This design comes from an exercise in tuning for small area and a short achievable clock period on the open sky130 flow, not from production work. Function was checked by simulation only, so behaviour that the tests miss may differ from the original. Power and IR drop assume default switching activity.

<file path="design/flow/flow/run.sh">
#!/bin/bash
# The standard layout (standard.sh), with one change: the port buffers that
# global placement inserts on every input and output are buf_1 cells instead
# of the resizer's default pick (clkdlybuf4s50_1, a delay cell).
set -euo pipefail
export BUFFER_PORTS_ARGS="-buffer_cell sky130_fd_sc_hd__buf_1"
bash standard.sh > standard.log 2>&1
</file>
<file path="design/flow/standard.sh">
#!/bin/bash
# synth_recipe.tcl (not shown) runs the flow's synth.tcl, then flattens the netlist and writes it again
# the make line also repeats each setting of config.mk as NAME=value (left out here)
make -C /OpenROAD-flow-scripts/flow DESIGN_CONFIG=/design/flow/config.mk WORK_HOME=/design/flow/orfs CLKGATE_MAP_FILE= SYNTH_SCRIPT=/design/flow/synth_recipe.tcl "${@:-finish}"
</file>
<file path="design/flow/config.mk">
export PLATFORM = sky130hd
export DESIGN_NAME = processor
export DESIGN_NICKNAME = processor
export VERILOG_FILES = /design/flow/design.v
export SDC_FILE = /design/flow/constraint.sdc
export NUM_CORES = 4
export LEC_CHECK = 0
export CAP_MARGIN = 20
export CORE_MARGIN = 2
export CORE_UTILIZATION = 60
export SLEW_MARGIN = 20
</file>
<file path="design/flow/constraint.sdc">
create_clock -name core_clock -period 8.5 [get_ports {clk}]
set_input_delay 1.7000 -clock core_clock [delete_from_list [all_inputs] [get_ports {clk}]]
set_output_delay 1.7000 -clock core_clock [all_outputs]
set_load 0.01 [all_outputs]
</file>
<file path="design/flow/design.v">
`timescale 1ns / 1ps
module decode(instr,opcode,rd_index,rs_index,rt_index,constant,shamt,address);
input [15:0] instr;
output [3:0] opcode;
output [2:0] rd_index,rs_index,rt_index,shamt;
output [5:0] constant;
output [8:0] address;
assign opcode   = instr[15:12];
assign rd_index = instr[11:9];
assign rs_index = instr[8:6];
assign rt_index = instr[5:3];
assign shamt    = instr[2:0];
assign constant = instr[5:0];
assign address  = instr[11:3];
endmodule
`timescale 1ns / 1ps
module control_unit(instr,opcode,rd_index,rs_index,rt_index,shamt,constant,address);
input [15:0] instr;
output  [3:0] opcode;
output  [2:0] rd_index,rs_index,rt_index,shamt;
output [5:0] constant;
output [8:0] address;
decode call(instr,opcode,rd_index,rs_index,rt_index,constant,shamt,address);
endmodule
`timescale 1ns / 1ps
module mul16(a, b, s, c);
input [15:0] a, b;
output [31:0] s, c;
  wire [15:0] pp [0:15];
  genvar gi;
  generate for (gi = 0; gi < 16; gi = gi + 1) begin : g_pp
    assign pp[gi] = b & {16{a[gi]}};
  end endgenerate
  wire t1 = pp[0][13] ^ pp[1][12];
  wire t2 = pp[0][13] & pp[1][12];
  wire t3 = pp[0][14] ^ pp[1][13] ^ pp[2][12];
  wire t4 = (pp[0][14] & pp[1][13]) | (pp[0][14] & pp[2][12]) | (pp[1][13] & pp[2][12]);
  wire t5 = pp[3][11] ^ pp[4][10];
  wire t6 = pp[3][11] & pp[4][10];
  wire t7 = pp[0][15] ^ pp[1][14] ^ pp[2][13];
  wire t8 = (pp[0][15] & pp[1][14]) | (pp[0][15] & pp[2][13]) | (pp[1][14] & pp[2][13]);
  wire t9 = pp[3][12] ^ pp[4][11] ^ pp[5][10];
  wire t10 = (pp[3][12] & pp[4][11]) | (pp[3][12] & pp[5][10]) | (pp[4][11] & pp[5][10]);
  wire t11 = pp[6][9] ^ pp[7][8];
  wire t12 = pp[6][9] & pp[7][8];
  wire t13 = pp[1][15] ^ pp[2][14] ^ pp[3][13];
  wire t14 = (pp[1][15] & pp[2][14]) | (pp[1][15] & pp[3][13]) | (pp[2][14] & pp[3][13]);
  wire t15 = pp[4][12] ^ pp[5][11] ^ pp[6][10];
  wire t16 = (pp[4][12] & pp[5][11]) | (pp[4][12] & pp[6][10]) | (pp[5][11] & pp[6][10]);
  wire t17 = pp[7][9] ^ pp[8][8];
  wire t18 = pp[7][9] & pp[8][8];
  wire t19 = pp[2][15] ^ pp[3][14] ^ pp[4][13];
  wire t20 = (pp[2][15] & pp[3][14]) | (pp[2][15] & pp[4][13]) | (pp[3][14] & pp[4][13]);
  wire t21 = pp[5][12] ^ pp[6][11] ^ pp[7][10];
  wire t22 = (pp[5][12] & pp[6][11]) | (pp[5][12] & pp[7][10]) | (pp[6][11] & pp[7][10]);
  wire t23 = pp[3][15] ^ pp[4][14] ^ pp[5][13];
  wire t24 = (pp[3][15] & pp[4][14]) | (pp[3][15] & pp[5][13]) | (pp[4][14] & pp[5][13]);
  wire t25 = pp[0][9] ^ pp[1][8];
  wire t26 = pp[0][9] & pp[1][8];
  wire t27 = pp[0][10] ^ pp[1][9] ^ pp[2][8];
  wire t28 = (pp[0][10] & pp[1][9]) | (pp[0][10] & pp[2][8]) | (pp[1][9] & pp[2][8]);
  wire t29 = pp[3][7] ^ pp[4][6];
  wire t30 = pp[3][7] & pp[4][6];
  wire t31 = pp[0][11] ^ pp[1][10] ^ pp[2][9];
  wire t32 = (pp[0][11] & pp[1][10]) | (pp[0][11] & pp[2][9]) | (pp[1][10] & pp[2][9]);
  wire t33 = pp[3][8] ^ pp[4][7] ^ pp[5][6];
  wire t34 = (pp[3][8] & pp[4][7]) | (pp[3][8] & pp[5][6]) | (pp[4][7] & pp[5][6]);
  wire t35 = pp[6][5] ^ pp[7][4];
  wire t36 = pp[6][5] & pp[7][4];
  wire t37 = pp[0][12] ^ pp[1][11] ^ pp[2][10];
  wire t38 = (pp[0][12] & pp[1][11]) | (pp[0][12] & pp[2][10]) | (pp[1][11] & pp[2][10]);
  wire t39 = pp[3][9] ^ pp[4][8] ^ pp[5][7];
  wire t40 = (pp[3][9] & pp[4][8]) | (pp[3][9] & pp[5][7]) | (pp[4][8] & pp[5][7]);
  wire t41 = pp[6][6] ^ pp[7][5] ^ pp[8][4];
  wire t42 = (pp[6][6] & pp[7][5]) | (pp[6][6] & pp[8][4]) | (pp[7][5] & pp[8][4]);
  wire t43 = pp[9][3] ^ pp[10][2];
  wire t44 = pp[9][3] & pp[10][2];
  wire t45 = t1 ^ pp[2][11] ^ pp[3][10];
  wire t46 = (t1 & pp[2][11]) | (t1 & pp[3][10]) | (pp[2][11] & pp[3][10]);
  wire t47 = pp[4][9] ^ pp[5][8] ^ pp[6][7];
  wire t48 = (pp[4][9] & pp[5][8]) | (pp[4][9] & pp[6][7]) | (pp[5][8] & pp[6][7]);
  wire t49 = pp[7][6] ^ pp[8][5] ^ pp[9][4];
  wire t50 = (pp[7][6] & pp[8][5]) | (pp[7][6] & pp[9][4]) | (pp[8][5] & pp[9][4]);
  wire t51 = pp[10][3] ^ pp[11][2] ^ pp[12][1];
  wire t52 = (pp[10][3] & pp[11][2]) | (pp[10][3] & pp[12][1]) | (pp[11][2] & pp[12][1]);
  wire t53 = t2 ^ t3 ^ t5;
  wire t54 = (t2 & t3) | (t2 & t5) | (t3 & t5);
  wire t55 = pp[5][9] ^ pp[6][8] ^ pp[7][7];
  wire t56 = (pp[5][9] & pp[6][8]) | (pp[5][9] & pp[7][7]) | (pp[6][8] & pp[7][7]);
  wire t57 = pp[8][6] ^ pp[9][5] ^ pp[10][4];
  wire t58 = (pp[8][6] & pp[9][5]) | (pp[8][6] & pp[10][4]) | (pp[9][5] & pp[10][4]);
  wire t59 = pp[11][3] ^ pp[12][2] ^ pp[13][1];
  wire t60 = (pp[11][3] & pp[12][2]) | (pp[11][3] & pp[13][1]) | (pp[12][2] & pp[13][1]);
  wire t61 = t4 ^ t6 ^ t7;
  wire t62 = (t4 & t6) | (t4 & t7) | (t6 & t7);
  wire t63 = t9 ^ t11 ^ pp[8][7];
  wire t64 = (t9 & t11) | (t9 & pp[8][7]) | (t11 & pp[8][7]);
  wire t65 = pp[9][6] ^ pp[10][5] ^ pp[11][4];
  wire t66 = (pp[9][6] & pp[10][5]) | (pp[9][6] & pp[11][4]) | (pp[10][5] & pp[11][4]);
  wire t67 = pp[12][3] ^ pp[13][2] ^ pp[14][1];
  wire t68 = (pp[12][3] & pp[13][2]) | (pp[12][3] & pp[14][1]) | (pp[13][2] & pp[14][1]);
  wire t69 = t8 ^ t10 ^ t12;
  wire t70 = (t8 & t10) | (t8 & t12) | (t10 & t12);
  wire t71 = t13 ^ t15 ^ t17;
  wire t72 = (t13 & t15) | (t13 & t17) | (t15 & t17);
  wire t73 = pp[9][7] ^ pp[10][6] ^ pp[11][5];
  wire t74 = (pp[9][7] & pp[10][6]) | (pp[9][7] & pp[11][5]) | (pp[10][6] & pp[11][5]);
  wire t75 = pp[12][4] ^ pp[13][3] ^ pp[14][2];
  wire t76 = (pp[12][4] & pp[13][3]) | (pp[12][4] & pp[14][2]) | (pp[13][3] & pp[14][2]);
  wire t77 = t14 ^ t16 ^ t18;
  wire t78 = (t14 & t16) | (t14 & t18) | (t16 & t18);
  wire t79 = t19 ^ t21 ^ pp[8][9];
  wire t80 = (t19 & t21) | (t19 & pp[8][9]) | (t21 & pp[8][9]);
  wire t81 = pp[9][8] ^ pp[10][7] ^ pp[11][6];
  wire t82 = (pp[9][8] & pp[10][7]) | (pp[9][8] & pp[11][6]) | (pp[10][7] & pp[11][6]);
  wire t83 = pp[12][5] ^ pp[13][4] ^ pp[14][3];
  wire t84 = (pp[12][5] & pp[13][4]) | (pp[12][5] & pp[14][3]) | (pp[13][4] & pp[14][3]);
  wire t85 = t20 ^ t22 ^ t23;
  wire t86 = (t20 & t22) | (t20 & t23) | (t22 & t23);
  wire t87 = pp[6][12] ^ pp[7][11] ^ pp[8][10];
  wire t88 = (pp[6][12] & pp[7][11]) | (pp[6][12] & pp[8][10]) | (pp[7][11] & pp[8][10]);
  wire t89 = pp[9][9] ^ pp[10][8] ^ pp[11][7];
  wire t90 = (pp[9][9] & pp[10][8]) | (pp[9][9] & pp[11][7]) | (pp[10][8] & pp[11][7]);
  wire t91 = pp[12][6] ^ pp[13][5] ^ pp[14][4];
  wire t92 = (pp[12][6] & pp[13][5]) | (pp[12][6] & pp[14][4]) | (pp[13][5] & pp[14][4]);
  wire t93 = t24 ^ pp[4][15] ^ pp[5][14];
  wire t94 = (t24 & pp[4][15]) | (t24 & pp[5][14]) | (pp[4][15] & pp[5][14]);
  wire t95 = pp[6][13] ^ pp[7][12] ^ pp[8][11];
  wire t96 = (pp[6][13] & pp[7][12]) | (pp[6][13] & pp[8][11]) | (pp[7][12] & pp[8][11]);
  wire t97 = pp[9][10] ^ pp[10][9] ^ pp[11][8];
  wire t98 = (pp[9][10] & pp[10][9]) | (pp[9][10] & pp[11][8]) | (pp[10][9] & pp[11][8]);
  wire t99 = pp[12][7] ^ pp[13][6] ^ pp[14][5];
  wire t100 = (pp[12][7] & pp[13][6]) | (pp[12][7] & pp[14][5]) | (pp[13][6] & pp[14][5]);
  wire t101 = pp[5][15] ^ pp[6][14] ^ pp[7][13];
  wire t102 = (pp[5][15] & pp[6][14]) | (pp[5][15] & pp[7][13]) | (pp[6][14] & pp[7][13]);
  wire t103 = pp[8][12] ^ pp[9][11] ^ pp[10][10];
  wire t104 = (pp[8][12] & pp[9][11]) | (pp[8][12] & pp[10][10]) | (pp[9][11] & pp[10][10]);
  wire t105 = pp[11][9] ^ pp[12][8] ^ pp[13][7];
  wire t106 = (pp[11][9] & pp[12][8]) | (pp[11][9] & pp[13][7]) | (pp[12][8] & pp[13][7]);
  wire t107 = pp[6][15] ^ pp[7][14] ^ pp[8][13];
  wire t108 = (pp[6][15] & pp[7][14]) | (pp[6][15] & pp[8][13]) | (pp[7][14] & pp[8][13]);
  wire t109 = pp[9][12] ^ pp[10][11] ^ pp[11][10];
  wire t110 = (pp[9][12] & pp[10][11]) | (pp[9][12] & pp[11][10]) | (pp[10][11] & pp[11][10]);
  wire t111 = pp[7][15] ^ pp[8][14] ^ pp[9][13];
  wire t112 = (pp[7][15] & pp[8][14]) | (pp[7][15] & pp[9][13]) | (pp[8][14] & pp[9][13]);
  wire t113 = pp[0][6] ^ pp[1][5];
  wire t114 = pp[0][6] & pp[1][5];
  wire t115 = pp[0][7] ^ pp[1][6] ^ pp[2][5];
  wire t116 = (pp[0][7] & pp[1][6]) | (pp[0][7] & pp[2][5]) | (pp[1][6] & pp[2][5]);
  wire t117 = pp[3][4] ^ pp[4][3];
  wire t118 = pp[3][4] & pp[4][3];
  wire t119 = pp[0][8] ^ pp[1][7] ^ pp[2][6];
  wire t120 = (pp[0][8] & pp[1][7]) | (pp[0][8] & pp[2][6]) | (pp[1][7] & pp[2][6]);
  wire t121 = pp[3][5] ^ pp[4][4] ^ pp[5][3];
  wire t122 = (pp[3][5] & pp[4][4]) | (pp[3][5] & pp[5][3]) | (pp[4][4] & pp[5][3]);
  wire t123 = pp[6][2] ^ pp[7][1];
  wire t124 = pp[6][2] & pp[7][1];
  wire t125 = t25 ^ pp[2][7] ^ pp[3][6];
  wire t126 = (t25 & pp[2][7]) | (t25 & pp[3][6]) | (pp[2][7] & pp[3][6]);
  wire t127 = pp[4][5] ^ pp[5][4] ^ pp[6][3];
  wire t128 = (pp[4][5] & pp[5][4]) | (pp[4][5] & pp[6][3]) | (pp[5][4] & pp[6][3]);
  wire t129 = pp[7][2] ^ pp[8][1] ^ pp[9][0];
  wire t130 = (pp[7][2] & pp[8][1]) | (pp[7][2] & pp[9][0]) | (pp[8][1] & pp[9][0]);
  wire t131 = t26 ^ t27 ^ t29;
  wire t132 = (t26 & t27) | (t26 & t29) | (t27 & t29);
  wire t133 = pp[5][5] ^ pp[6][4] ^ pp[7][3];
  wire t134 = (pp[5][5] & pp[6][4]) | (pp[5][5] & pp[7][3]) | (pp[6][4] & pp[7][3]);
  wire t135 = pp[8][2] ^ pp[9][1] ^ pp[10][0];
  wire t136 = (pp[8][2] & pp[9][1]) | (pp[8][2] & pp[10][0]) | (pp[9][1] & pp[10][0]);
  wire t137 = t28 ^ t30 ^ t31;
  wire t138 = (t28 & t30) | (t28 & t31) | (t30 & t31);
  wire t139 = t33 ^ t35 ^ pp[8][3];
  wire t140 = (t33 & t35) | (t33 & pp[8][3]) | (t35 & pp[8][3]);
  wire t141 = pp[9][2] ^ pp[10][1] ^ pp[11][0];
  wire t142 = (pp[9][2] & pp[10][1]) | (pp[9][2] & pp[11][0]) | (pp[10][1] & pp[11][0]);
  wire t143 = t32 ^ t34 ^ t36;
  wire t144 = (t32 & t34) | (t32 & t36) | (t34 & t36);
  wire t145 = t37 ^ t39 ^ t41;
  wire t146 = (t37 & t39) | (t37 & t41) | (t39 & t41);
  wire t147 = t43 ^ pp[11][1] ^ pp[12][0];
  wire t148 = (t43 & pp[11][1]) | (t43 & pp[12][0]) | (pp[11][1] & pp[12][0]);
  wire t149 = t38 ^ t40 ^ t42;
  wire t150 = (t38 & t40) | (t38 & t42) | (t40 & t42);
  wire t151 = t44 ^ t45 ^ t47;
  wire t152 = (t44 & t45) | (t44 & t47) | (t45 & t47);
  wire t153 = t49 ^ t51 ^ pp[13][0];
  wire t154 = (t49 & t51) | (t49 & pp[13][0]) | (t51 & pp[13][0]);
  wire t155 = t46 ^ t48 ^ t50;
  wire t156 = (t46 & t48) | (t46 & t50) | (t48 & t50);
  wire t157 = t52 ^ t53 ^ t55;
  wire t158 = (t52 & t53) | (t52 & t55) | (t53 & t55);
  wire t159 = t57 ^ t59 ^ pp[14][0];
  wire t160 = (t57 & t59) | (t57 & pp[14][0]) | (t59 & pp[14][0]);
  wire t161 = t54 ^ t56 ^ t58;
  wire t162 = (t54 & t56) | (t54 & t58) | (t56 & t58);
  wire t163 = t60 ^ t61 ^ t63;
  wire t164 = (t60 & t61) | (t60 & t63) | (t61 & t63);
  wire t165 = t65 ^ t67 ^ pp[15][0];
  wire t166 = (t65 & t67) | (t65 & pp[15][0]) | (t67 & pp[15][0]);
  wire t167 = t62 ^ t64 ^ t66;
  wire t168 = (t62 & t64) | (t62 & t66) | (t64 & t66);
  wire t169 = t68 ^ t69 ^ t71;
  wire t170 = (t68 & t69) | (t68 & t71) | (t69 & t71);
  wire t171 = t73 ^ t75 ^ pp[15][1];
  wire t172 = (t73 & t75) | (t73 & pp[15][1]) | (t75 & pp[15][1]);
  wire t173 = t70 ^ t72 ^ t74;
  wire t174 = (t70 & t72) | (t70 & t74) | (t72 & t74);
  wire t175 = t76 ^ t77 ^ t79;
  wire t176 = (t76 & t77) | (t76 & t79) | (t77 & t79);
  wire t177 = t81 ^ t83 ^ pp[15][2];
  wire t178 = (t81 & t83) | (t81 & pp[15][2]) | (t83 & pp[15][2]);
  wire t179 = t78 ^ t80 ^ t82;
  wire t180 = (t78 & t80) | (t78 & t82) | (t80 & t82);
  wire t181 = t84 ^ t85 ^ t87;
  wire t182 = (t84 & t85) | (t84 & t87) | (t85 & t87);
  wire t183 = t89 ^ t91 ^ pp[15][3];
  wire t184 = (t89 & t91) | (t89 & pp[15][3]) | (t91 & pp[15][3]);
  wire t185 = t86 ^ t88 ^ t90;
  wire t186 = (t86 & t88) | (t86 & t90) | (t88 & t90);
  wire t187 = t92 ^ t93 ^ t95;
  wire t188 = (t92 & t93) | (t92 & t95) | (t93 & t95);
  wire t189 = t97 ^ t99 ^ pp[15][4];
  wire t190 = (t97 & t99) | (t97 & pp[15][4]) | (t99 & pp[15][4]);
  wire t191 = t94 ^ t96 ^ t98;
  wire t192 = (t94 & t96) | (t94 & t98) | (t96 & t98);
  wire t193 = t100 ^ t101 ^ t103;
  wire t194 = (t100 & t101) | (t100 & t103) | (t101 & t103);
  wire t195 = t105 ^ pp[14][6] ^ pp[15][5];
  wire t196 = (t105 & pp[14][6]) | (t105 & pp[15][5]) | (pp[14][6] & pp[15][5]);
  wire t197 = t102 ^ t104 ^ t106;
  wire t198 = (t102 & t104) | (t102 & t106) | (t104 & t106);
  wire t199 = t107 ^ t109 ^ pp[12][9];
  wire t200 = (t107 & t109) | (t107 & pp[12][9]) | (t109 & pp[12][9]);
  wire t201 = pp[13][8] ^ pp[14][7] ^ pp[15][6];
  wire t202 = (pp[13][8] & pp[14][7]) | (pp[13][8] & pp[15][6]) | (pp[14][7] & pp[15][6]);
  wire t203 = t108 ^ t110 ^ t111;
  wire t204 = (t108 & t110) | (t108 & t111) | (t110 & t111);
  wire t205 = pp[10][12] ^ pp[11][11] ^ pp[12][10];
  wire t206 = (pp[10][12] & pp[11][11]) | (pp[10][12] & pp[12][10]) | (pp[11][11] & pp[12][10]);
  wire t207 = pp[13][9] ^ pp[14][8] ^ pp[15][7];
  wire t208 = (pp[13][9] & pp[14][8]) | (pp[13][9] & pp[15][7]) | (pp[14][8] & pp[15][7]);
  wire t209 = t112 ^ pp[8][15] ^ pp[9][14];
  wire t210 = (t112 & pp[8][15]) | (t112 & pp[9][14]) | (pp[8][15] & pp[9][14]);
  wire t211 = pp[10][13] ^ pp[11][12] ^ pp[12][11];
  wire t212 = (pp[10][13] & pp[11][12]) | (pp[10][13] & pp[12][11]) | (pp[11][12] & pp[12][11]);
  wire t213 = pp[13][10] ^ pp[14][9] ^ pp[15][8];
  wire t214 = (pp[13][10] & pp[14][9]) | (pp[13][10] & pp[15][8]) | (pp[14][9] & pp[15][8]);
  wire t215 = pp[9][15] ^ pp[10][14] ^ pp[11][13];
  wire t216 = (pp[9][15] & pp[10][14]) | (pp[9][15] & pp[11][13]) | (pp[10][14] & pp[11][13]);
  wire t217 = pp[12][12] ^ pp[13][11] ^ pp[14][10];
  wire t218 = (pp[12][12] & pp[13][11]) | (pp[12][12] & pp[14][10]) | (pp[13][11] & pp[14][10]);
  wire t219 = pp[10][15] ^ pp[11][14] ^ pp[12][13];
  wire t220 = (pp[10][15] & pp[11][14]) | (pp[10][15] & pp[12][13]) | (pp[11][14] & pp[12][13]);
  wire t221 = pp[0][4] ^ pp[1][3];
  wire t222 = pp[0][4] & pp[1][3];
  wire t223 = pp[0][5] ^ pp[1][4] ^ pp[2][3];
  wire t224 = (pp[0][5] & pp[1][4]) | (pp[0][5] & pp[2][3]) | (pp[1][4] & pp[2][3]);
  wire t225 = pp[3][2] ^ pp[4][1];
  wire t226 = pp[3][2] & pp[4][1];
  wire t227 = t113 ^ pp[2][4] ^ pp[3][3];
  wire t228 = (t113 & pp[2][4]) | (t113 & pp[3][3]) | (pp[2][4] & pp[3][3]);
  wire t229 = pp[4][2] ^ pp[5][1] ^ pp[6][0];
  wire t230 = (pp[4][2] & pp[5][1]) | (pp[4][2] & pp[6][0]) | (pp[5][1] & pp[6][0]);
  wire t231 = t114 ^ t115 ^ t117;
  wire t232 = (t114 & t115) | (t114 & t117) | (t115 & t117);
  wire t233 = pp[5][2] ^ pp[6][1] ^ pp[7][0];
  wire t234 = (pp[5][2] & pp[6][1]) | (pp[5][2] & pp[7][0]) | (pp[6][1] & pp[7][0]);
  wire t235 = t116 ^ t118 ^ t119;
  wire t236 = (t116 & t118) | (t116 & t119) | (t118 & t119);
  wire t237 = t121 ^ t123 ^ pp[8][0];
  wire t238 = (t121 & t123) | (t121 & pp[8][0]) | (t123 & pp[8][0]);
  wire t239 = t120 ^ t122 ^ t124;
  wire t240 = (t120 & t122) | (t120 & t124) | (t122 & t124);
  wire t241 = t125 ^ t127 ^ t129;
  wire t242 = (t125 & t127) | (t125 & t129) | (t127 & t129);
  wire t243 = t126 ^ t128 ^ t130;
  wire t244 = (t126 & t128) | (t126 & t130) | (t128 & t130);
  wire t245 = t131 ^ t133 ^ t135;
  wire t246 = (t131 & t133) | (t131 & t135) | (t133 & t135);
  wire t247 = t132 ^ t134 ^ t136;
  wire t248 = (t132 & t134) | (t132 & t136) | (t134 & t136);
  wire t249 = t137 ^ t139 ^ t141;
  wire t250 = (t137 & t139) | (t137 & t141) | (t139 & t141);
  wire t251 = t138 ^ t140 ^ t142;
  wire t252 = (t138 & t140) | (t138 & t142) | (t140 & t142);
  wire t253 = t143 ^ t145 ^ t147;
  wire t254 = (t143 & t145) | (t143 & t147) | (t145 & t147);
  wire t255 = t144 ^ t146 ^ t148;
  wire t256 = (t144 & t146) | (t144 & t148) | (t146 & t148);
  wire t257 = t149 ^ t151 ^ t153;
  wire t258 = (t149 & t151) | (t149 & t153) | (t151 & t153);
  wire t259 = t150 ^ t152 ^ t154;
  wire t260 = (t150 & t152) | (t150 & t154) | (t152 & t154);
  wire t261 = t155 ^ t157 ^ t159;
  wire t262 = (t155 & t157) | (t155 & t159) | (t157 & t159);
  wire t263 = t156 ^ t158 ^ t160;
  wire t264 = (t156 & t158) | (t156 & t160) | (t158 & t160);
  wire t265 = t161 ^ t163 ^ t165;
  wire t266 = (t161 & t163) | (t161 & t165) | (t163 & t165);
  wire t267 = t162 ^ t164 ^ t166;
  wire t268 = (t162 & t164) | (t162 & t166) | (t164 & t166);
  wire t269 = t167 ^ t169 ^ t171;
  wire t270 = (t167 & t169) | (t167 & t171) | (t169 & t171);
  wire t271 = t168 ^ t170 ^ t172;
  wire t272 = (t168 & t170) | (t168 & t172) | (t170 & t172);
  wire t273 = t173 ^ t175 ^ t177;
  wire t274 = (t173 & t175) | (t173 & t177) | (t175 & t177);
  wire t275 = t174 ^ t176 ^ t178;
  wire t276 = (t174 & t176) | (t174 & t178) | (t176 & t178);
  wire t277 = t179 ^ t181 ^ t183;
  wire t278 = (t179 & t181) | (t179 & t183) | (t181 & t183);
  wire t279 = t180 ^ t182 ^ t184;
  wire t280 = (t180 & t182) | (t180 & t184) | (t182 & t184);
  wire t281 = t185 ^ t187 ^ t189;
  wire t282 = (t185 & t187) | (t185 & t189) | (t187 & t189);
  wire t283 = t186 ^ t188 ^ t190;
  wire t284 = (t186 & t188) | (t186 & t190) | (t188 & t190);
  wire t285 = t191 ^ t193 ^ t195;
  wire t286 = (t191 & t193) | (t191 & t195) | (t193 & t195);
  wire t287 = t192 ^ t194 ^ t196;
  wire t288 = (t192 & t194) | (t192 & t196) | (t194 & t196);
  wire t289 = t197 ^ t199 ^ t201;
  wire t290 = (t197 & t199) | (t197 & t201) | (t199 & t201);
  wire t291 = t198 ^ t200 ^ t202;
  wire t292 = (t198 & t200) | (t198 & t202) | (t200 & t202);
  wire t293 = t203 ^ t205 ^ t207;
  wire t294 = (t203 & t205) | (t203 & t207) | (t205 & t207);
  wire t295 = t204 ^ t206 ^ t208;
  wire t296 = (t204 & t206) | (t204 & t208) | (t206 & t208);
  wire t297 = t209 ^ t211 ^ t213;
  wire t298 = (t209 & t211) | (t209 & t213) | (t211 & t213);
  wire t299 = t210 ^ t212 ^ t214;
  wire t300 = (t210 & t212) | (t210 & t214) | (t212 & t214);
  wire t301 = t215 ^ t217 ^ pp[15][9];
  wire t302 = (t215 & t217) | (t215 & pp[15][9]) | (t217 & pp[15][9]);
  wire t303 = t216 ^ t218 ^ t219;
  wire t304 = (t216 & t218) | (t216 & t219) | (t218 & t219);
  wire t305 = pp[13][12] ^ pp[14][11] ^ pp[15][10];
  wire t306 = (pp[13][12] & pp[14][11]) | (pp[13][12] & pp[15][10]) | (pp[14][11] & pp[15][10]);
  wire t307 = t220 ^ pp[11][15] ^ pp[12][14];
  wire t308 = (t220 & pp[11][15]) | (t220 & pp[12][14]) | (pp[11][15] & pp[12][14]);
  wire t309 = pp[13][13] ^ pp[14][12] ^ pp[15][11];
  wire t310 = (pp[13][13] & pp[14][12]) | (pp[13][13] & pp[15][11]) | (pp[14][12] & pp[15][11]);
  wire t311 = pp[12][15] ^ pp[13][14] ^ pp[14][13];
  wire t312 = (pp[12][15] & pp[13][14]) | (pp[12][15] & pp[14][13]) | (pp[13][14] & pp[14][13]);
  wire t313 = pp[0][3] ^ pp[1][2];
  wire t314 = pp[0][3] & pp[1][2];
  wire t315 = t221 ^ pp[2][2] ^ pp[3][1];
  wire t316 = (t221 & pp[2][2]) | (t221 & pp[3][1]) | (pp[2][2] & pp[3][1]);
  wire t317 = t222 ^ t223 ^ t225;
  wire t318 = (t222 & t223) | (t222 & t225) | (t223 & t225);
  wire t319 = t224 ^ t226 ^ t227;
  wire t320 = (t224 & t226) | (t224 & t227) | (t226 & t227);
  wire t321 = t228 ^ t230 ^ t231;
  wire t322 = (t228 & t230) | (t228 & t231) | (t230 & t231);
  wire t323 = t232 ^ t234 ^ t235;
  wire t324 = (t232 & t234) | (t232 & t235) | (t234 & t235);
  wire t325 = t236 ^ t238 ^ t239;
  wire t326 = (t236 & t238) | (t236 & t239) | (t238 & t239);
  wire t327 = t240 ^ t242 ^ t243;
  wire t328 = (t240 & t242) | (t240 & t243) | (t242 & t243);
  wire t329 = t244 ^ t246 ^ t247;
  wire t330 = (t244 & t246) | (t244 & t247) | (t246 & t247);
  wire t331 = t248 ^ t250 ^ t251;
  wire t332 = (t248 & t250) | (t248 & t251) | (t250 & t251);
  wire t333 = t252 ^ t254 ^ t255;
  wire t334 = (t252 & t254) | (t252 & t255) | (t254 & t255);
  wire t335 = t256 ^ t258 ^ t259;
  wire t336 = (t256 & t258) | (t256 & t259) | (t258 & t259);
  wire t337 = t260 ^ t262 ^ t263;
  wire t338 = (t260 & t262) | (t260 & t263) | (t262 & t263);
  wire t339 = t264 ^ t266 ^ t267;
  wire t340 = (t264 & t266) | (t264 & t267) | (t266 & t267);
  wire t341 = t268 ^ t270 ^ t271;
  wire t342 = (t268 & t270) | (t268 & t271) | (t270 & t271);
  wire t343 = t272 ^ t274 ^ t275;
  wire t344 = (t272 & t274) | (t272 & t275) | (t274 & t275);
  wire t345 = t276 ^ t278 ^ t279;
  wire t346 = (t276 & t278) | (t276 & t279) | (t278 & t279);
  wire t347 = t280 ^ t282 ^ t283;
  wire t348 = (t280 & t282) | (t280 & t283) | (t282 & t283);
  wire t349 = t284 ^ t286 ^ t287;
  wire t350 = (t284 & t286) | (t284 & t287) | (t286 & t287);
  wire t351 = t288 ^ t290 ^ t291;
  wire t352 = (t288 & t290) | (t288 & t291) | (t290 & t291);
  wire t353 = t292 ^ t294 ^ t295;
  wire t354 = (t292 & t294) | (t292 & t295) | (t294 & t295);
  wire t355 = t296 ^ t298 ^ t299;
  wire t356 = (t296 & t298) | (t296 & t299) | (t298 & t299);
  wire t357 = t300 ^ t302 ^ t303;
  wire t358 = (t300 & t302) | (t300 & t303) | (t302 & t303);
  wire t359 = t304 ^ t306 ^ t307;
  wire t360 = (t304 & t306) | (t304 & t307) | (t306 & t307);
  wire t361 = t308 ^ t310 ^ t311;
  wire t362 = (t308 & t310) | (t308 & t311) | (t310 & t311);
  wire t363 = t312 ^ pp[13][15] ^ pp[14][14];
  wire t364 = (t312 & pp[13][15]) | (t312 & pp[14][14]) | (pp[13][15] & pp[14][14]);
  wire t365 = pp[0][2] ^ pp[1][1];
  wire t366 = pp[0][2] & pp[1][1];
  wire t367 = t313 ^ pp[2][1] ^ pp[3][0];
  wire t368 = (t313 & pp[2][1]) | (t313 & pp[3][0]) | (pp[2][1] & pp[3][0]);
  wire t369 = t314 ^ t315 ^ pp[4][0];
  wire t370 = (t314 & t315) | (t314 & pp[4][0]) | (t315 & pp[4][0]);
  wire t371 = t316 ^ t317 ^ pp[5][0];
  wire t372 = (t316 & t317) | (t316 & pp[5][0]) | (t317 & pp[5][0]);
  wire t373 = t318 ^ t319 ^ t229;
  wire t374 = (t318 & t319) | (t318 & t229) | (t319 & t229);
  wire t375 = t320 ^ t321 ^ t233;
  wire t376 = (t320 & t321) | (t320 & t233) | (t321 & t233);
  wire t377 = t322 ^ t323 ^ t237;
  wire t378 = (t322 & t323) | (t322 & t237) | (t323 & t237);
  wire t379 = t324 ^ t325 ^ t241;
  wire t380 = (t324 & t325) | (t324 & t241) | (t325 & t241);
  wire t381 = t326 ^ t327 ^ t245;
  wire t382 = (t326 & t327) | (t326 & t245) | (t327 & t245);
  wire t383 = t328 ^ t329 ^ t249;
  wire t384 = (t328 & t329) | (t328 & t249) | (t329 & t249);
  wire t385 = t330 ^ t331 ^ t253;
  wire t386 = (t330 & t331) | (t330 & t253) | (t331 & t253);
  wire t387 = t332 ^ t333 ^ t257;
  wire t388 = (t332 & t333) | (t332 & t257) | (t333 & t257);
  wire t389 = t334 ^ t335 ^ t261;
  wire t390 = (t334 & t335) | (t334 & t261) | (t335 & t261);
  wire t391 = t336 ^ t337 ^ t265;
  wire t392 = (t336 & t337) | (t336 & t265) | (t337 & t265);
  wire t393 = t338 ^ t339 ^ t269;
  wire t394 = (t338 & t339) | (t338 & t269) | (t339 & t269);
  wire t395 = t340 ^ t341 ^ t273;
  wire t396 = (t340 & t341) | (t340 & t273) | (t341 & t273);
  wire t397 = t342 ^ t343 ^ t277;
  wire t398 = (t342 & t343) | (t342 & t277) | (t343 & t277);
  wire t399 = t344 ^ t345 ^ t281;
  wire t400 = (t344 & t345) | (t344 & t281) | (t345 & t281);
  wire t401 = t346 ^ t347 ^ t285;
  wire t402 = (t346 & t347) | (t346 & t285) | (t347 & t285);
  wire t403 = t348 ^ t349 ^ t289;
  wire t404 = (t348 & t349) | (t348 & t289) | (t349 & t289);
  wire t405 = t350 ^ t351 ^ t293;
  wire t406 = (t350 & t351) | (t350 & t293) | (t351 & t293);
  wire t407 = t352 ^ t353 ^ t297;
  wire t408 = (t352 & t353) | (t352 & t297) | (t353 & t297);
  wire t409 = t354 ^ t355 ^ t301;
  wire t410 = (t354 & t355) | (t354 & t301) | (t355 & t301);
  wire t411 = t356 ^ t357 ^ t305;
  wire t412 = (t356 & t357) | (t356 & t305) | (t357 & t305);
  wire t413 = t358 ^ t359 ^ t309;
  wire t414 = (t358 & t359) | (t358 & t309) | (t359 & t309);
  wire t415 = t360 ^ t361 ^ pp[15][12];
  wire t416 = (t360 & t361) | (t360 & pp[15][12]) | (t361 & pp[15][12]);
  wire t417 = t362 ^ t363 ^ pp[15][13];
  wire t418 = (t362 & t363) | (t362 & pp[15][13]) | (t363 & pp[15][13]);
  wire t419 = t364 ^ pp[14][15] ^ pp[15][14];
  wire t420 = (t364 & pp[14][15]) | (t364 & pp[15][14]) | (pp[14][15] & pp[15][14]);
  assign s = {1'b0, t420, t418, t416, t414, t412, t410, t408, t406, t404, t402, t400, t398, t396, t394, t392, t390, t388, t386, t384, t382, t380, t378, t376, t374, t372, t370, t368, t366, t365, pp[0][1], pp[0][0]};
  assign c = {1'b0, pp[15][15], t419, t417, t415, t413, t411, t409, t407, t405, t403, t401, t399, t397, t395, t393, t391, t389, t387, t385, t383, t381, t379, t377, t375, t373, t371, t369, t367, pp[2][0], pp[1][0], 1'b0};
endmodule
`timescale 1ns / 1ps
`timescale 1ns / 1ps
module processor(clk,reset,instr,PC,opcode,rd_index,rs_index,rt_index,shamt,constant,address,rd_value,rs_value,rt_value,low_out,high_out,SR);
input clk,reset;
input [15:0] instr;
output [7:0] PC;
output [3:0] opcode;
output [2:0] rd_index, rs_index, rt_index, shamt;
output [5:0] constant;
output [8:0] address;
output [15:0] rd_value,rs_value,rt_value,low_out,high_out,SR;
control_unit cal1(instr,opcode,rd_index,rs_index,rt_index,shamt,constant,address);
wire [3:0] op = opcode;
reg [7:0] pc;
reg [15:0] R [0:7];
reg [15:0] RAM [0:7];
reg [31:0] ps, pc2;    
reg [3:0] flags_q;
wire op_r    = ~op[3];                  
wire op_rs   = ~(op[3] & op[2]);        
wire is_sw   = (op == 4'd11);
wire is_mul  = (op == 4'd3);
wire wr_en   = ~(is_mul | (op[3] & (op[2] | (op[1] & op[0]))));
reg [15:0] rs_v, rt_v, st_v;
integer i;
always @(*) begin
	rs_v = 16'd0;
	rt_v = 16'd0;
	st_v = 16'd0;
	for (i = 0; i < 8; i = i + 1) begin
		rs_v = rs_v | (R[i] & {16{op_rs & (rs_index == i)}});
		rt_v = rt_v | (R[i] & {16{op_r & (rt_index == i)}});
		st_v = st_v | (R[i] & {16{rd_index == i}});
	end
end
assign rs_value = rs_v;
assign rt_value = rt_v;
wire [15:0] sum = rs_v + (rt_v | (op[3] ? {10'd0, constant} : 16'd0));
reg [7:0] cl, ch, r02, r35;
reg carry3, eq_n1, eq_n0x;
reg [15:0] ram_rd;
reg [7:0] ma_hot;
integer v, j;
always @(*) begin
	for (v = 0; v < 8; v = v + 1) begin
		cl[v]  = (constant[2:0] == v);
		ch[v]  = (constant[5:3] == v);
		r02[v] = (rs_v[2:0] == v);
		r35[v] = (rs_v[5:3] == v);
	end
	carry3 = 1'b0;
	eq_n1 = 1'b0;
	eq_n0x = 1'b0;
	for (v = 0; v < 8; v = v + 1) begin
		carry3 = carry3 | (cl[v] & (rs_v[2:0] > 7 - v));
		eq_n1 = eq_n1 | (r35[v] & ch[7 - v]);
		if (v != 0) eq_n0x = eq_n0x | (r35[v] & ch[8 - v]);
	end
	ram_rd = 16'd0;
	for (j = 0; j < 8; j = j + 1) begin
		ma_hot[j] = 1'b0;
		for (v = 0; v < 8; v = v + 1)
			ma_hot[j] = ma_hot[j] | (cl[v] & r02[(j - v) & 7]);
		ram_rd = ram_rd | (RAM[j] & {16{ma_hot[j]}});
	end
end
wire ones_hi = &rs_v[15:6];
wire ma_ok = carry3 ? (ones_hi & eq_n1)
                    : (ch[0] ? ~(|rs_v[15:3]) : (ones_hi & eq_n0x));
wire [31:0] mul_s, mul_c;
mul16 mul(rs_v, rt_v, mul_s, mul_c);
wire [31:0] prod = ps + pc2;
wire [15:0] lo = prod[15:0];
wire [15:0] hi = prod[31:16];
reg [15:0] rdv;
always @(*) begin
	case (op)
	4'd0, 4'd8: rdv = sum;
	4'd1: rdv = rs_v << shamt;
	4'd2: rdv = rs_v >> shamt;
	4'd4: rdv = lo;
	4'd5: rdv = hi;
	4'd6: rdv = rs_v | rt_v;
	4'd7: rdv = rs_v & rt_v;
	4'd9: rdv = {10'd0, constant};
	4'd10: rdv = ma_ok ? ram_rd : 16'd0;
	default: rdv = 16'd0;
	endcase
end
assign rd_value = rdv;
wire eq = (rs_v == rt_v);
wire lt = (rs_v < rt_v);
wire sgn_eq = (rs_v[15] == rt_v[15]);
wire [3:0] flags = {eq, ~eq & lt, ~eq & ~lt & ~sgn_eq, ~eq & ~lt & sgn_eq};
assign SR = {12'd0, flags_q};
assign low_out = lo;
assign high_out = hi;
assign PC = pc;
integer k;
always @(posedge clk, posedge reset) begin
	if (reset) begin
		pc <= 8'd0;
		ps <= 32'd0;
		pc2 <= 32'd0;
		flags_q <= 4'd0;
		for (k = 0; k < 8; k = k + 1) R[k] <= 7 - k;
		RAM[0] <= 16'd1;
		RAM[1] <= 16'd5;
		RAM[2] <= 16'd0;
		RAM[3] <= 16'd0;
		RAM[4] <= 16'd3;
		RAM[5] <= 16'd1;
		RAM[6] <= 16'd1;
		RAM[7] <= 16'd1;
	end else begin
		if (pc > 8'd14) pc <= 8'd0;
		else if (op[3] & op[2] & ~(op[1] & op[0])) pc <= pc + address[7:0];
		else pc <= pc + 8'd1;
		if (is_mul) begin
			ps <= mul_s;
			pc2 <= mul_c;
		end
		flags_q <= flags;
		if (wr_en) R[rd_index] <= rdv;
		for (k = 0; k < 8; k = k + 1)
			if (is_sw & ma_ok & ma_hot[k]) RAM[k] <= st_v;
	end
end
endmodule
</file>
==> results of run 1 <==
through the flow:
stage / utilization / std cells / area, um^2 / hold WS (ns)
floorplan: - / 3033 / 27100 / 0.442
global route: 0.668 / 3719 / 29700 / 0.503
global placement: 0.637 / 3650 / 28300 / 0.458
CTS: 0.666 / 3717 / 29600 / 0.482
finish: 0.668 / 3721 / 29700 / 0.482
detailed placement: 0.637 / 3650 / 28300 / 0.466
metal layers:
metal / global-route usage / up-vias / part of all wire
met5: 0 / - / 0.00020
met4: 0.275 / 4 / 0.071
met3: 0.126 / 438 / 0.12
met2: 0.698 / 1783 / 0.45
met1: 0.567 / 12500 / 0.36
li1: - / 10500 / -
logic make-up (layout without fill, tap and decap cells):
kind of cell | count (synthesis) | in the layout | share of synthesized area
compound gates | 747 | 747 | 0.185
xor+xnor | 46 | 46 | 0.0149
fa+ha+maj | 304 | 304 | 0.195
buf+inv | 518 | 612 | 0.0817
flops | 329 | 329 | 0.305
mux | 146 | 146 | 0.0624
other cells | 1 | 14 | 0.000139
simple gates | 931 | 931 | 0.155
cells in the mapped netlist (11+ instances only):
master                       n  share of area
sky130_fd_sc_hd__nor4_1     11         0.0025
sky130_fd_sc_hd__a222oi_1   21         0.0078
sky130_fd_sc_hd__o211ai_1   21         0.0058
sky130_fd_sc_hd__a22o_1     24         0.0078
sky130_fd_sc_hd__xnor2_1    31          0.010
sky130_fd_sc_hd__nand4_1    27         0.0062
sky130_fd_sc_hd__a221oi_1   33          0.011
sky130_fd_sc_hd__nand2b_1   18         0.0042
sky130_fd_sc_hd__nand2_1   393          0.055
sky130_fd_sc_hd__mux2_2    113          0.047
sky130_fd_sc_hd__nor3_1     34         0.0063
sky130_fd_sc_hd__buf_4      53          0.015
sky130_fd_sc_hd__buf_2      29         0.0054
sky130_fd_sc_hd__dfstp_2    20          0.019
sky130_fd_sc_hd__mux2i_1    24         0.0089
sky130_fd_sc_hd__dfrtp_1   309           0.29
sky130_fd_sc_hd__clkbuf_1  141          0.020
sky130_fd_sc_hd__buf_1      14         0.0019
sky130_fd_sc_hd__a21oi_1   121          0.022
sky130_fd_sc_hd__o21ai_1    16         0.0030
sky130_fd_sc_hd__fa_1      198           0.15
sky130_fd_sc_hd__nor2_1    281          0.039
sky130_fd_sc_hd__a22oi_1   128          0.036
sky130_fd_sc_hd__xor2_1     15         0.0049
sky130_fd_sc_hd__o31ai_1    13         0.0036
sky130_fd_sc_hd__nand3b_1   11         0.0031
sky130_fd_sc_hd__inv_1     266          0.037
sky130_fd_sc_hd__o21ai_0   219          0.040
sky130_fd_sc_hd__a211oi_1   17         0.0047
sky130_fd_sc_hd__and3_1     44          0.010
sky130_fd_sc_hd__o21bai_1   13         0.0036
sky130_fd_sc_hd__ha_1      106          0.049
sky130_fd_sc_hd__a21o_1     20         0.0055
sky130_fd_sc_hd__nand3_1    39         0.0072
timing repair:
item | CTS | global route
gates resized for setup | 2 | 9
buffers inserted | 0 | 0
setup endpoints to repair | 3 | 5
cloned | 0 | 0
pin swaps | 0 | 0
tightest hold or removal path, stage by stage (launching register included):
cell and delay, ns:
sky130_fd_sc_hd__dfrtp_1 0.34, sky130_fd_sc_hd__nand2_1 0.04, sky130_fd_sc_hd__o21ai_0 0.06
report_power, final:
group | internal, mW | total, mW | switching (mW) | leakage [nW]
Sequential | 1.70 | 1.83 | 0.132 | 4.48
Clock | 0.974 | 1.68 | 0.708 | 0.622
Combinational | 0.269 | 0.901 | 0.632 | 8.56
Total | 2.94 | 4.41 | 1.47 | 13.7
sequential cells by signal, indices dropped and copies added, names as in the netlist:
name	count
RAM	128
R	128
ps	31
pc2	30
pc	8
flags_q	4
path summary, 6_finish.rpt:
check                            from            to  slack [ns]  cells after the start
max                          instr[6]  rd_value[14]        0.16                     18
min                        RAM[3][10]    RAM[3][10]        0.48                      2
max reg2reg                   R[0][3]       pc2[16]        2.70                     16
min reg2reg                RAM[3][10]    RAM[3][10]        0.48                      2
max in group asynchronous       reset       pc2[24]        5.50                      6
min in group asynchronous       reset      R[6][15]        1.06                      2
area by class of cell:
cell class | count | area [um^2]
Antenna cell | 2 | 5.00
Clock buffer | 57 | 1110
Clock inverter | 10 | 159
Fill cell | 3507 | 14800
Inverter | 276 | 1040
Multi-Input combinational cell | 2186 | 16800
Sequential cell | 329 | 8260
Tap cell | 592 | 741
Timing Repair Buffer | 269 | 1560
==> results.cfg, run 1 <==
[global_route]
number_of_global_route_vias_before_repair = 25200
wire_length_of_the_first_global_routing_pass_um = 158000
grt_start_max_net_pins = 200
grt.overflow.total = 0
number_of_antenna_violations_at_the_first_check_in_global_routing = 3
globalRouteTotalUtil = 0.452

[layout]
flow.area_growth_from_synthesis_pct = 9.57
layout.cells.most_common_list = sky130_fd_sc_hd__nand2_1 (391), sky130_fd_sc_hd__dfrtp_1 (309), sky130_fd_sc_hd__nor2_1 (281), sky130_fd_sc_hd__inv_1 (265), sky130_fd_sc_hd__o21ai_0 (219)
layout.nets = 3421
proportion_of_layout_cells_with_a_drive_suffix_above_1 = 0.129
most_common_library_cell_in_the_layout_ignoring_fill_and_taps = sky130_fd_sc_hd__nand2_1

[timing]
fmaxAchievable_mhz = 120
worst_clock_skew_ns = 0.0202
fin_crit_share = 0.981
setup_tns_ns = 0
hold_viol = 0
unrepaired_setup_endpoints_after_global_routing = no
min_period_ns = 8.34
timing.slew.headroom = 0.272
final-max-slew-violation-count = 0
tightestPinTransition_ns = 1.09
finalSetupViolCount = 0
setup_ws_ns = 0.163

[synthesis]
synth.lib_cells_used.distinct = 106
synth_enable_flop_cells = 0
gate_count_of_the_mapped_netlist = 3022
synth_flop_cell = sky130_fd_sc_hd__dfrtp_1
synth.ff_latch_count = 329
netlist_area_um2 = 27100
synth.yosys.seq_area_share = 0.305
async_flop_share = 1.00
avgSynthCellArea_um2 = 8.96
yosys_warnings = 4

[floorplanning]
die_y_extent_um = 216
placementRows = 77
die_width_um = 216
core_region_area_um2 = 44400
io_pins = 153
dieArea_um2 = 46800
start_util = 0.609

[run]
drv.max_cap_violation_count = 0

[pwr]
cellPowerDensity_nw_per_um2 = 149
vdd.ir_drop.worst_v = 0.000178
static-leakage-power_nw = 13.7
total_power_mw = 4.41

[worst_setup_path]
critical_path.endpoint_type = primary output
crit_slowest_cell = sky130_fd_sc_hd__fa_1
critPathKind = in2out
worst_path_dominant_cell_family = compound AO/OA/AOI/OAI gates
wp_data_required_ns = 6.80
series_of_cell_instances_along_the_critical_path = clkbuf_2 > mux2_4 > a32o_1 > a211o_1 > or2_1 > ha_1 > fa_1 > a211oi_1 > o21bai_1 > a2111oi_4 > nor4b_1 > o21a_1 > o41ai_1 > o21ai_0 > xnor2_1 > nor2_1 > or3b_4 > buf_1
crit_arrival_ns = 6.64
worst_path_largest_cell_delay_ns = 0.49
cp.buffers_inverters = 2
critical_path_startpoint_category = input pin
worst_path_max_fanout = 11

[cts]
numCtsBuffers = 37
tritoncts_num_sinks = 329
tritoncts = done
path_clk_slew_ns = 0.06
cts_hold_buffers = 0
number_of_levels_the_h_tree_was_split_into = 2
cts_root_buffer = sky130_fd_sc_hd__clkbuf_16
clk_path_buf_depth = 3
clock_insertion_delay_worst_skew_ns = 0.60

[drt]
antenna_violating_nets_post_route = 0
post_drt_via_cell_ratio = 6.78
vias = 25200
drtIter0Drc = 3540
totalWireLength_um = 106000
routed_wire_length_per_instance_um = 28.5
drc = 0
detail_route.first_pass.iterations = 9

[placed_design]
post-place-ws_ns = -0.239
port_buffers = 140
gp_congestion = 1.06
dp.final_hpwl_um = 76900

[status]
run_status = finished clean

[hold_path]
worst_hold_path_type = reg2reg
==> run 2: changes to the inputs <==
--- a/design/flow/config.mk
+++ b/design/flow/config.mk
@@ -8,4 +8,5 @@
 export CAP_MARGIN = 20
 export CORE_MARGIN = 2
-export CORE_UTILIZATION = 60
+export CORE_UTILIZATION = 55
+export SETUP_SLACK_MARGIN = 0.4
 export SLEW_MARGIN = 20
==> results.cfg, run 2 <==
[layout]
post-route-cell-area_um2 = 29900
proportion_of_layout_cells_with_a_drive_suffix_above_1 = 0.133
flow.area_growth_from_synthesis_pct = 10.5
num-fill-cells = 4234
layout.cells.most_common_list = sky130_fd_sc_hd__nand2_1 (392), sky130_fd_sc_hd__dfrtp_1 (309), sky130_fd_sc_hd__nor2_1 (281), sky130_fd_sc_hd__inv_1 (265), sky130_fd_sc_hd__o21ai_0 (218)
layout.nets = 3432
reg.largest.list = RAM x128, R x128, ps x31
most_common_library_cell_in_the_layout_ignoring_fill_and_taps = sky130_fd_sc_hd__nand2_1

[synthesis]
netlist_area_um2 = 27100
synth_enable_flop_cells = 0
synth_top_cell_by_area = sky130_fd_sc_hd__dfrtp_1
avgSynthCellArea_um2 = 8.96
yosys_warnings = 4
top_cell_types_by_occurrence_after_synthesis = sky130_fd_sc_hd__nand2_1 (393), sky130_fd_sc_hd__dfrtp_1 (309), sky130_fd_sc_hd__nor2_1 (281), sky130_fd_sc_hd__inv_1 (266), sky130_fd_sc_hd__o21ai_0 (219)
synth.lib_cells_used.distinct = 106
async_flop_share = 1.00
synth.ff_latch_count = 329
gate_count_of_the_mapped_netlist = 3022
post-synth-top-count-cell = sky130_fd_sc_hd__nand2_1
synth.top_cell.area_share = 0.286
synth_flop_cell = sky130_fd_sc_hd__dfrtp_1
yosys-top-cells-area = sky130_fd_sc_hd__dfrtp_1 (29%), sky130_fd_sc_hd__fa_1 (15%), sky130_fd_sc_hd__nand2_1 (5.5%)
synth.yosys.seq_area_share = 0.305

[worst_setup_path]
wp_data_required_ns = 6.80
rr_worst_depth = 16
crit_arrival_ns = 6.27
critical_path.reg2reg.startpoint = R[4][2]
critical_path.endpoint_type = primary output
reg2reg_setup_slack_ns = 2.96
critical_path.reg2reg.endpoint = pc2[18]
worst_path_max_fanout = 9
critical_path_startpoint_category = input pin
critPathKind = in2out

[cts]
tritoncts = done
numCtsBuffers = 37
number_of_levels_the_h_tree_was_split_into = 2
cts_root_buffer = sky130_fd_sc_hd__clkbuf_16
clock_insertion_delay_worst_skew_ns = 0.59
path_clk_slew_ns = 0.06
tritoncts_num_sinks = 329
clk_path_buf_depth = 3

[pwr]
vdd.ir_drop.worst_v = 0.000181
total_power_mw = 4.43
cellPowerDensity_nw_per_um2 = 148
static-leakage-power_nw = 13.7

[floorplanning]
die_width_um = 226
io_pins = 153
core_region_area_um2 = 48700
start_util = 0.555
dieArea_um2 = 51000
die_y_extent_um = 226
placementRows = 81

[timing]
fin_crit_share = 0.937
final-max-slew-violation-count = 0
worst_clock_skew_ns = 0.0341
tightestPinTransition_ns = 1.03
hold_viol = 0
timing.slew.headroom = 0.311
setup_tns_ns = 0
worst_hold_slack_ns = 0.479
fmaxAchievable_mhz = 126
setup_ws_ns = 0.533
unrepaired_setup_endpoints_after_global_routing = yes
finalSetupViolCount = 0
min_period_ns = 7.97

[drt]
post_drt_via_cell_ratio = 6.56
antenna_violating_nets_post_route = 0
drc = 0
totalWireLength_um = 104000
vias = 24900
detail_route.first_pass.iterations = 7
routed_wire_length_per_instance_um = 27.4
drtIter0Drc = 3091

[placed_design]
dp.final_hpwl_um = 77900
port_buffers = 140
post-place-ws_ns = -0.0285
gp_congestion = 1.06
place_area_um2 = 28400

[hold_path]
number_of_stages_on_the_worst_hold_path = 2
hold_path.startpoint = RAM[3][7]
worst_hold_path_type = reg2reg
whs_endpoint = RAM[3][7]

[run]
drv.max_cap_violation_count = 0

[global_route]
globalRouteTotalUtil = 0.411
grt_start_max_net_pins = 193
wire_length_of_the_first_global_routing_pass_um = 155000
number_of_global_route_vias_before_repair = 24700
number_of_antenna_violations_at_the_first_check_in_global_routing = 3
grt.overflow.total = 0

[status]
run_status = finished clean
==> run 2: what timing repair did <==
item | in CTS | in global routing
gates resized for setup | 6 | 23
pin swaps | 1 | 2
hold buffers | 0 | 0
setup endpoints to repair | 4 | 3
setup buffers | 0 | 2
==> run 2: worst max path at each step <==
stage / from / depth (start not counted) / endpoint
floorplan: instr[15] / 21 / rd_value[14]
global placement: instr[7] / 19 / rd_value[14]
detailed placement: instr[7] / 19 / rd_value[14]
CTS: instr[8] / 20 / rd_value[14]
global route: instr[7] / 19 / rd_value[14]
finish: instr[7] / 19 / rd_value[14]
==> run 2: cell families (layout without fill, tap and decap cells) <==
kind of cell    Yosys count  in the layout  synth area share
xor+xnor                 46             46            0.0149
flops                   329            329             0.305
other cells               1             13          0.000139
mux                     146            146            0.0624
simple gates            931            931             0.155
fa+ha+maj               304            304             0.195
buf+inv                 518            621            0.0817
compound gates          747            747             0.185
==> run 2: final cells by class <==
cell class | instances | area, um^2 | share of cell area
timing repair buffer | 280 | 1640 | 0.0548
multi-input combinational | 2186 | 16800 | 0.563
clock buffer | 52 | 1050 | 0.0352
sequential | 329 | 8260 | 0.276
clock inverter | 13 | 249 | 0.00832
tap | 664 | 831 | 0.0278
inverter | 276 | 1040 | 0.0349
antenna | 1 | 2.50 | 0.0000837
==> run 2: worst max-delay path, stage by stage <==
cell                        delay, ns
sky130_fd_sc_hd__clkbuf_2        0.18
sky130_fd_sc_hd__nor2b_2         0.27
sky130_fd_sc_hd__a32o_1          0.28
sky130_fd_sc_hd__a211o_1         0.33
sky130_fd_sc_hd__or2_1           0.27
sky130_fd_sc_hd__ha_1            0.26
sky130_fd_sc_hd__fa_2            0.44
sky130_fd_sc_hd__a211oi_2        0.25
sky130_fd_sc_hd__o21bai_1        0.16
sky130_fd_sc_hd__a2111oi_4       0.35
sky130_fd_sc_hd__nor4b_1         0.15
sky130_fd_sc_hd__o21a_1          0.24
sky130_fd_sc_hd__o41ai_4         0.26
sky130_fd_sc_hd__o21ai_0         0.17
sky130_fd_sc_hd__xnor2_1         0.17
sky130_fd_sc_hd__nor2_1          0.05
sky130_fd_sc_hd__or3b_1          0.39
sky130_fd_sc_hd__buf_4           0.19
sky130_fd_sc_hd__buf_1           0.14
==> run 2: metal layers <==
layer / part of all wire / GRT usage / up-vias
met1: 0.38 / 0.531 / 12500
li1: - / - / 10600
met4: 0.060 / 0.215 / 4
met5: 0.00025 / 0 / -
met3: 0.11 / 0.0968 / 364
met2: 0.46 / 0.646 / 1544
==> run 2: power by group <==
group | leakage (nW) | switching (mW) | internal (mW)
clock network | 0.623 | 0.720 | 1.00
registers | 4.48 | 0.133 | 1.70
logic | 8.63 | 0.608 | 0.273
==> run 2: metrics by stage <==
stage	util	cells
after floorplan	-	3033
after CTS	0.611	3797
after global routing	0.614	3800
final	0.614	3801
after detailed placement	0.583	3732
after global placement	0.583	3732
==> run 3: changes to the inputs <==
--- a/design/flow/config.mk
+++ b/design/flow/config.mk
@@ -9,4 +9,4 @@
 export CORE_MARGIN = 2
 export CORE_UTILIZATION = 55
-export SETUP_SLACK_MARGIN = 0.4
+export SETUP_SLACK_MARGIN = 1.5
 export SLEW_MARGIN = 20
==> results.cfg, run 3 <==
[status]
run_status = finished clean

[cts]
tritoncts_num_sinks = 329
numCtsBuffers = 37
path_clk_slew_ns = 0.06
number_of_levels_the_h_tree_was_split_into = 2
clock_insertion_delay_worst_skew_ns = 0.60
clk_path_buf_depth = 3
cts_hold_buffers = 0
cts_root_buffer = sky130_fd_sc_hd__clkbuf_16
tritoncts = done

[drt]
vias = 25500
met2_wirelength_um = 48300
route.layer.met1.wl_um = 41200
antenna_violating_nets_post_route = 0
top_signal_layer_used = met5
detail_route.first_pass.iterations = 6
post_drt_via_cell_ratio = 6.55
routed_wire_length_per_instance_um = 27.6
drtIter0Drc = 3009
totalWireLength_um = 107000
detailroute.wirelength.met3_um = 10500
drc = 0

[timing]
unrepaired_setup_endpoints_after_global_routing = yes
min_period_ns = 7.48
fin_crit_share = 0.880
final-max-slew-violation-count = 0
finalSetupViolCount = 0
hold_viol = 0
timing.slew.headroom = 0.326
setup_tns_ns = 0
fmaxAchievable_mhz = 134
worst_clock_skew_ns = 0.0177
tightestPinTransition_ns = 1.01

[worst_setup_path]
crit_arrival_ns = 5.78
wp_data_required_ns = 6.80
critical_path_startpoint_category = input pin
critical_path.endpoint_type = primary output
critPathKind = in2out
worst_path_max_fanout = 21

[floorplanning]
die_width_um = 226
die_y_extent_um = 226
placementRows = 81
start_util = 0.555
dieArea_um2 = 51000
core_region_area_um2 = 48700
io_pins = 153

[run]
drv.max_cap_violation_count = 0

[global_route]
globalRouteTotalUtil = 0.422
grt_start_max_net_pins = 196
grt.overflow.total = 0
number_of_global_route_vias_before_repair = 25100
wire_length_of_the_first_global_routing_pass_um = 159000
number_of_antenna_violations_at_the_first_check_in_global_routing = 3

[synthesis]
synth_enable_flop_cells = 0
yosys-top-cells-area = sky130_fd_sc_hd__dfrtp_1 (29%), sky130_fd_sc_hd__fa_1 (15%), sky130_fd_sc_hd__nand2_1 (5.5%)
avgSynthCellArea_um2 = 8.96
synth.ff_latch_count = 329
synth_top_cell_by_area = sky130_fd_sc_hd__dfrtp_1
synth.lib_cells_used.distinct = 106
post-synth-top-count-cell = sky130_fd_sc_hd__nand2_1
netlist_area_um2 = 27100
top_cell_types_by_occurrence_after_synthesis = sky130_fd_sc_hd__nand2_1 (393), sky130_fd_sc_hd__dfrtp_1 (309), sky130_fd_sc_hd__nor2_1 (281), sky130_fd_sc_hd__inv_1 (266), sky130_fd_sc_hd__o21ai_0 (219)
synth_flop_cell = sky130_fd_sc_hd__dfrtp_1
yosys_warnings = 4
gate_count_of_the_mapped_netlist = 3022
synth.yosys.seq_area_share = 0.305
synth.top_cell.area_share = 0.286
async_flop_share = 1.00

[placed_design]
dp.final_hpwl_um = 78800
gp_congestion = 1.03
port_buffers = 140
place.detailed.instances = 3735

[layout]
layout.cells.most_common_list = sky130_fd_sc_hd__nand2_1 (385), sky130_fd_sc_hd__dfrtp_1 (309), sky130_fd_sc_hd__nor2_1 (273), sky130_fd_sc_hd__inv_1 (259), sky130_fd_sc_hd__o21ai_0 (211)
flow.area_growth_from_synthesis_pct = 17.3
finalNonFillerCells = 3897
reg.largest.list = RAM x128, R x128, ps x31
proportion_of_layout_cells_with_a_drive_suffix_above_1 = 0.191
layout.nets = 3525
most_common_library_cell_in_the_layout_ignoring_fill_and_taps = sky130_fd_sc_hd__nand2_1

[pwr]
swShare = 0.335
seq_power_share = 0.405
static-leakage-power_nw = 14.5
cellPowerDensity_nw_per_um2 = 142
intPower_mw = 3.00
vdd.ir_drop.worst_v = 0.000167
combPwrFrac = 0.221
power_frac_clock = 0.374
power_switching_mw = 1.51

[hold_path]
worst_hold_path_type = reg2reg
==> run 3: logic make-up after synthesis <==
family / count (synthesis) / share of synthesized area
XOR/XNOR: 46 / 0.0149
flip-flops: 329 / 0.305
AND/OR/NAND/NOR: 931 / 0.155
buffers and inverters: 518 / 0.0817
adder cells (fa/ha/maj): 304 / 0.195
multiplexers: 146 / 0.0624
AO/OA/AOI/OAI: 747 / 0.185
other: 1 / 0.000139
==> run 3: path summary, 6_finish.rpt <==
kind / end / depth (start not counted) / slack (ns) / from
worst max-delay path: rd_value[15] / 17 / 1.02 / instr[6]
worst min-delay path: RAM[2][15] / 2 / 0.48 / RAM[2][15]
worst max register to register: pc2[15] / 16 / 3.06 / R[4][2]
worst min register to register: RAM[2][15] / 2 / 0.48 / RAM[2][15]
max in group asynchronous: RAM[1][0] / 5 / 5.86 / reset
min in group asynchronous: R[3][4] / 2 / 1.06 / reset
==> run 3: through the flow <==
step                      worst slack [ns]  utilization  power [mW]  hold slack, ns  cell area, um^2
after floorplan                       1.09            -        2.36           0.442            27400
after global placement               0.317        0.587        2.69           0.457            28600
after detailed placement             0.270        0.587        2.71           0.465            28600
after CTS                            0.955        0.632        4.43           0.478            30800
after global routing                 0.934        0.651        4.66           0.498            31800
final                                 1.02        0.651        4.51           0.476            31800
==> run 3: layout make-up <==
class	instances	area [um^2]
Multi-Input combinational cell	2186	17600
Fill cell	4085	17000
Sequential cell	329	8260
Timing Repair Buffer	373	2740
Clock buffer	53	1090
Inverter	276	1080
Tap cell	664	831
Clock inverter	15	189
Antenna cell	1	2.50
==> run 3: power by group through the flow <==
stage	logic, mW	registers, mW	clock network, mW
after global placement	0.847	1.84	0
final	0.997	1.82	1.69
after detailed placement	0.863	1.84	0
after floorplan	0.551	1.81	0
after global routing	1.05	1.84	1.76
after CTS	0.911	1.82	1.70
==> run 3: what timing repair did <==
item / 4_1_cts / 5_1_grt
pin swaps: 33 / 33
setup endpoints to repair: 27 / 16
gates resized for setup: 102 / 116
gates cloned: 3 / 2
setup buffers: 46 / 40
==> run 3: metal layers <==
metal	vias up	track usage
li1	10800	-
met1	12700	0.542
met2	1595	0.658
met3	414	0.0890
met4	2	0.252
met5	-	0
==> run 3: critical path, stage by stage <==
cell and delay, ns:
sky130_fd_sc_hd__clkbuf_16 0.13, sky130_fd_sc_hd__buf_4 0.21, sky130_fd_sc_hd__mux2_1 0.37, sky130_fd_sc_hd__a32o_1 0.30
sky130_fd_sc_hd__nor4_4 0.33, sky130_fd_sc_hd__buf_6 0.30, sky130_fd_sc_hd__inv_1 0.23, sky130_fd_sc_hd__ha_1 0.42
sky130_fd_sc_hd__nand2b_1 0.17, sky130_fd_sc_hd__o22ai_1 0.10, sky130_fd_sc_hd__a221oi_1 0.32, sky130_fd_sc_hd__o31ai_1 0.13
sky130_fd_sc_hd__a31oi_1 0.21, sky130_fd_sc_hd__nand3_1 0.17, sky130_fd_sc_hd__nand4bb_1 0.29, sky130_fd_sc_hd__buf_6 0.21
sky130_fd_sc_hd__buf_1 0.13

-- static timing again, ports no longer ideal --
The results above use ideal ports. As a check the final layouts listed here were re-extracted and re-timed, cells and wires unchanged. Step 1: set_driving_cell puts a clkbuf_16 on clk and a buf_2 on each other input, an assumption about the parent block. Step 2, shift: input delay + t, output delay - t, t = (earliest + latest rising clock arrival at the registers) / 2. This alone moves slack from input paths to output paths. Three values: no drivers, after step 1, after step 2; two values: the first two.
run	t, ns	setup WS [ns]	hold slack, ns	worst slew at a driven data input, ns	cell pins on the clock port's net
run 1	0.654	0.163 / 0.130 / 0.130	0.482 / 0.482 / 0.482	0.05	1
run 2	0.634	0.533 / 0.511 / 0.511	0.479 / 0.479 / 0.479	0.06	1
run 3	0.652	1.023 / 0.947 / 0.947	0.476 / 0.476 / 0.476	0.07	1
After both steps every run listed still meets setup and hold. The setup slack of run 3, which loses most, moves by -0.076 ns with the drivers and by -0.076 ns with both steps.
